This design comes from an exercise in tuning for small area, a short achievable clock period and few clock cycles per item on the open sky130 flow, not from production work. RTL that was checked went through simulation tests only; none was proved equivalent to the original.

Setup of before:
==> module div, before the edit <==
module div(
    input                               clk,
    input                               resetn,
    input                               signed_div_i,
    input   [31:0]                   operand1_i,
    input   [31:0]                   operand2_i,
    input                               start_i,
    input                               annul_i,
    output  reg[63:0]          result_o,
    output  reg                         ready_o
);
localparam S_IDLE = 3'd0;
localparam S_NEG  = 3'd1;
localparam S_NORM = 3'd2;
localparam S_ITER = 3'd3;
localparam S_DONE = 3'd4;
reg [2:0]  state;
reg [32:0] rem;
reg [32:0] dsr;       
reg [31:0] quo;
reg [4:0]  cnt;
reg [4:0]  first;     
reg        sa;        
reg        sub;       
reg        neg_q;     
wire sa_in = signed_div_i & operand1_i[31];
wire sb_in = signed_div_i & operand2_i[31];
wire b_zero = ~|operand2_i;
wire [32:0] a_ext = {sa_in, operand1_i};
wire [32:0] b_ext = {sb_in, operand2_i};
wire neg_first = sa_in & ~sb_in;      
genvar k, i;
function [5:0] lzc32;
    input [31:0] v;
    input        s;
    reg [7:0] nz;
    reg [7:0] oh;
    reg [3:0] nb;
    reg [2:0] hi;
    integer n;
    begin
        for (n = 0; n < 8; n = n + 1)
            nz[n] = s ? ~&v[4*n +: 4] : |v[4*n +: 4];
        for (n = 0; n < 8; n = n + 1)
            oh[n] = nz[n] & ~|(nz >> (n + 1));
        nb = 4'd0;
        hi = 3'd0;
        for (n = 0; n < 8; n = n + 1) begin
            nb = nb | ({4{oh[n]}} & v[4*n +: 4]);
            hi = hi | ({3{oh[n]}} & (3'd7 - n[2:0]));
        end
        nb = nb ^ {4{s}};
        lzc32 = {~|nz, hi, ~nb[3] & ~nb[2], ~nb[3] & (nb[2] | ~nb[1])};
    end
endfunction
wire [5:0] lz_a = lzc32(operand1_i, sa_in);
wire [5:0] lz_b = lzc32({operand2_i[31:1], ~sb_in}, sb_in);
wire [7:0] nz_a, nz_b, nz_b_above;
generate
    for (k = 0; k < 8; k = k + 1) begin : nib
        assign nz_a[k] = |operand1_i[4*k+3:4*k];
        if (k == 0) begin : low
            assign nz_b[k] = 1'b1;
        end else begin : high
            assign nz_b[k] = sb_in ? ~&operand2_i[4*k+3:4*k] : |operand2_i[4*k+3:4*k];
        end
        if (k == 7) begin : top
            assign nz_b_above[k] = 1'b0;
        end else begin : below
            assign nz_b_above[k] = |nz_b[7:k+1];
        end
    end
endgenerate
wire small_in = ~sa_in & ~|(nz_a & ~nz_b_above);
wire [33:0] x = {rem[32], rem};
wire [33:0] y = {dsr[32], dsr};
wire [33:0] g0 = x & y;
wire [33:0] p0 = x ^ y;
wire [33:0] gg [0:6];
wire [33:0] pp [0:6];
assign gg[0] = g0;
assign pp[0] = p0;
generate
    for (k = 0; k < 6; k = k + 1) begin : ks
        for (i = 0; i < 34; i = i + 1) begin : kb
            if (i >= (1 << k)) begin : comb
                assign gg[k+1][i] = gg[k][i] | (pp[k][i] & gg[k][i - (1 << k)]);
                assign pp[k+1][i] = pp[k][i] & pp[k][i - (1 << k)];
            end else begin : pass
                assign gg[k+1][i] = gg[k][i];
                assign pp[k+1][i] = pp[k][i];
            end
        end
    end
endgenerate
wire [33:0] gt = gg[6];
wire [33:0] pt = pp[6];
wire [33:0] carry = {gt[32:0] | (pt[32:0] & {33{sub}}), sub};
wire [33:0] sum = p0 ^ carry;
wire neg_le = p0[33] ^ gt[32];
wire take = sa ? neg_le : ~sum[33];
always @(*) begin
    result_o = {rem[31:0], quo};
    ready_o  = (state == S_DONE);
end
always @(posedge clk) begin
    first <= lz_b[4:0] - lz_a[4:0] + {4'd0, sa_in};
    sa    <= sa_in;
    sub   <= sa_in | ~sb_in;
    neg_q <= sa_in ^ sb_in;
    case (state)
        S_IDLE:  dsr <= b_ext ^ {33{sa_in | ~sb_in}};
        S_NEG:   dsr <= ~sum[32:0];     
        S_NORM:  dsr <= (dsr << first) | ~({33{1'b1}} << first) & {33{sub}};
        default: dsr <= {dsr[32], dsr[32:1]};
    endcase
    if (state == S_NORM) cnt <= first;
    else                 cnt <= cnt - 5'd1;
    case (state)
        S_IDLE:  quo <= 32'd0;
        S_NEG:   quo <= 32'd0;
        S_NORM:  quo <= {32{neg_q & take}};
        default: quo <= {quo[30:0], take ^ neg_q};
    endcase
    case (state)
        S_IDLE:  rem <= (b_zero | neg_first) ? 33'd0 : a_ext;
        S_NEG:   rem <= a_ext;
        S_NORM:  if (take & neg_q) rem <= sum[32:0];
        S_ITER:  if (take) rem <= sum[32:0];
        default: ;
    endcase
    if (resetn == 1'b0) begin
        state <= S_IDLE;
    end else begin
        case (state)
            S_IDLE: begin
                if (start_i && !annul_i) begin
                    if (b_zero | small_in) state <= S_DONE;
                    else if (neg_first)    state <= S_NEG;
                    else                   state <= S_NORM;
                end
            end
            S_NEG:  state <= annul_i ? S_IDLE : S_NORM;
            S_NORM: begin
                if (annul_i)    state <= S_IDLE;
                else if (!take) state <= S_DONE;     
                else            state <= S_ITER;
            end
            S_ITER: begin
                if (annul_i)           state <= S_IDLE;
                else if (cnt == 5'd0)  state <= S_DONE;
            end
            default: state <= S_IDLE;
        endcase
    end
end
endmodule
clock: 5.0 ns
lec_check: 0
cap_margin: 20
core_margin: 2
core_utilization: 40
setup_slack_margin: 1.6
slew_margin: 20
standard.sh (not shown) runs the stock make flow with config.mk's settings and CLKGATE_MAP_FILE= SYNTH_SCRIPT=/design/flow/synth_recipe.tcl, a recipe that flattens the netlist after the stock synthesis.
==> flow/flow/run.sh <==
#!/bin/bash
# The standard layout, with the ports buffered by buf_2 cells.
set -euo pipefail
bash standard.sh "BUFFER_PORTS_ARGS=-buffer_cell sky130_fd_sc_hd__buf_2" finish > standard_flow.log 2>&1
Here is what was changed in the inputs of after compared with before.
-- flow/design.v --
<<< before, line 20
reg [31:0] quo;
reg [4:0]  cnt;
reg [4:0]  first;     
reg        sa;        
reg        sub;       
>>> after, line 20
reg [31:0] quo;
reg [4:0]  cnt;
reg [4:0]  lz_a;      
reg [4:0]  lz_b;      
reg        sa;        
reg        sub;       
<<< before, line 31
wire neg_first = sa_in & ~sb_in;      
genvar k, i;
function [5:0] lzc32;
    input [31:0] v;
    input        s;
>>> after, line 32
wire neg_first = sa_in & ~sb_in;      
genvar k, i;
function [4:0] lzc32;
    input [31:0] v;
    input        s;
<<< before, line 51
        end
        nb = nb ^ {4{s}};
        lzc32 = {~|nz, hi, ~nb[3] & ~nb[2], ~nb[3] & (nb[2] | ~nb[1])};
    end
endfunction
wire [5:0] lz_a = lzc32(operand1_i, sa_in);
wire [5:0] lz_b = lzc32({operand2_i[31:1], ~sb_in}, sb_in);
wire [7:0] nz_a, nz_b, nz_b_above;
generate
    for (k = 0; k < 8; k = k + 1) begin : nib
        assign nz_a[k] = |operand1_i[4*k+3:4*k];
        if (k == 0) begin : low
            assign nz_b[k] = 1'b1;
        end else begin : high
            assign nz_b[k] = sb_in ? ~&operand2_i[4*k+3:4*k] : |operand2_i[4*k+3:4*k];
        end
        if (k == 7) begin : top
            assign nz_b_above[k] = 1'b0;
>>> after, line 52
        end
        nb = nb ^ {4{s}};
        lzc32 = {hi, ~nb[3] & ~nb[2], ~nb[3] & (nb[2] | ~nb[1])};
    end
endfunction
wire [31:0] wa = sa_in ? {~operand1_i[30:0], 1'b1} : operand1_i;
wire [31:0] wb = {operand2_i[31:1], ~sb_in};
wire [7:0] nz_a, nz_b, nz_b_above;
generate
    for (k = 0; k < 8; k = k + 1) begin : nib
        assign nz_a[k] = |operand1_i[4*k+3:4*k];
        assign nz_b[k] = sb_in ? ~&wb[4*k+3:4*k] : |wb[4*k+3:4*k];
        if (k == 7) begin : top
            assign nz_b_above[k] = 1'b0;
<<< before, line 73
endgenerate
wire small_in = ~sa_in & ~|(nz_a & ~nz_b_above);
wire [33:0] x = {rem[32], rem};
wire [33:0] y = {dsr[32], dsr};
wire [33:0] g0 = x & y;
wire [33:0] p0 = x ^ y;
wire [33:0] gg [0:6];
wire [33:0] pp [0:6];
>>> after, line 70
endgenerate
wire small_in = ~sa_in & ~|(nz_a & ~nz_b_above);
wire [4:0] sg = lz_b & ~lz_a;
wire [4:0] sp = lz_b | ~lz_a;
wire [4:0] sc;      
assign sc[0] = 1'b1;
assign sc[1] = sg[0] | sp[0];
assign sc[2] = sg[1] | sp[1] & (sg[0] | sp[0]);
assign sc[3] = sg[2] | sp[2] & sg[1] | sp[2] & sp[1] & (sg[0] | sp[0]);
assign sc[4] = sg[3] | sp[3] & sg[2] | sp[3] & sp[2] & sg[1]
             | sp[3] & sp[2] & sp[1] & (sg[0] | sp[0]);
wire [4:0] first = (lz_b ^ sc) ^ ~lz_a;
wire [33:0] x = {rem[32], rem};
wire [33:0] y = {dsr[32], dsr};
wire [33:0] g0 = x & y;
wire [33:0] p0 = x | y;
wire [33:0] gg [0:6];
wire [33:0] pp [0:6];
<<< before, line 97
wire [33:0] pt = pp[6];
wire [33:0] carry = {gt[32:0] | (pt[32:0] & {33{sub}}), sub};
wire [33:0] sum = p0 ^ carry;
wire neg_le = p0[33] ^ gt[32];
wire take = sa ? neg_le : ~sum[33];
always @(*) begin
>>> after, line 104
wire [33:0] pt = pp[6];
wire [33:0] carry = {gt[32:0] | (pt[32:0] & {33{sub}}), sub};
wire [33:0] sum = (x ^ carry) ^ y;
wire neg_le = (x[33] ^ gt[32]) ^ y[33];
wire take = sa ? neg_le : ~sum[33];
always @(*) begin
<<< before, line 105
end
always @(posedge clk) begin
    first <= lz_b[4:0] - lz_a[4:0] + {4'd0, sa_in};
    sa    <= sa_in;
    sub   <= sa_in | ~sb_in;
>>> after, line 112
end
always @(posedge clk) begin
    lz_a  <= lzc32(wa, 1'b0);
    lz_b  <= lzc32(wb, sb_in);
    sa    <= sa_in;
    sub   <= sa_in | ~sb_in;
Notes after the runs:
Relative to before, clock skew increased by 4.6 ps in after. Against before as the reference, after delivers a lower post-route clock period utilization. Library cell contributing the largest single delay on the critical path: or3_4 -> after, or4_4 -> before. Compared with before, die extent in x in after increased slightly. Endpoint of the most critical setup path = first[4]$_DFF_P_: before; endpoint of the most critical setup path = rem[32]$_DFFE_PP_: after. after vs before: length of routed wiring on met1 up by a few percent. In after the area after synthesis turned out 270 um^2 higher than in before. Cell area: after worse than before. Of the two values seen for classification of the worst setup path, in2reg was produced by before and reg2reg by after. after vs before — worst hold margin dropped 11 ps. Comparing after and before, total global-route track usage is lower on before. In after the routed wire length turned out about 3% higher than in before.
Testbench counts of after, summed over its fixed seeds: cycles 72,428, divisions 8,000.
Only the layout flow was run in before; the RTL was not checked for function there.

## port drivers added, routing unchanged
The results above use ideal ports. As a check the final layouts listed here were re-extracted and re-timed, cells and wires unchanged. Step 1 assumes that a clkbuf_16 drives the clock port and a buf_2 every other input. Step 2 moves the port delays by t, midway between the first and last clock arrival at a register: inputs arrive t later, outputs are due t later. That takes back most of the time a late clock gives input paths. Three values: ideal, step 1, step 2; two values: the first two.
run	shift t [ns]	setup WS [ns]	worst register clock-pin slew, ns	worst data-port slew with drivers (ns)
before	0.483	0.568 / 0.580 / 0.097	0.07 / 0.07	0.06
after	0.478	1.607 / 1.607 / 1.338	0.07 / 0.07	0.04
After both steps setup and hold are still met in every run listed. The setup slack of before, which loses most, moves by +0.012 ns with the drivers and by -0.471 ns with both steps.
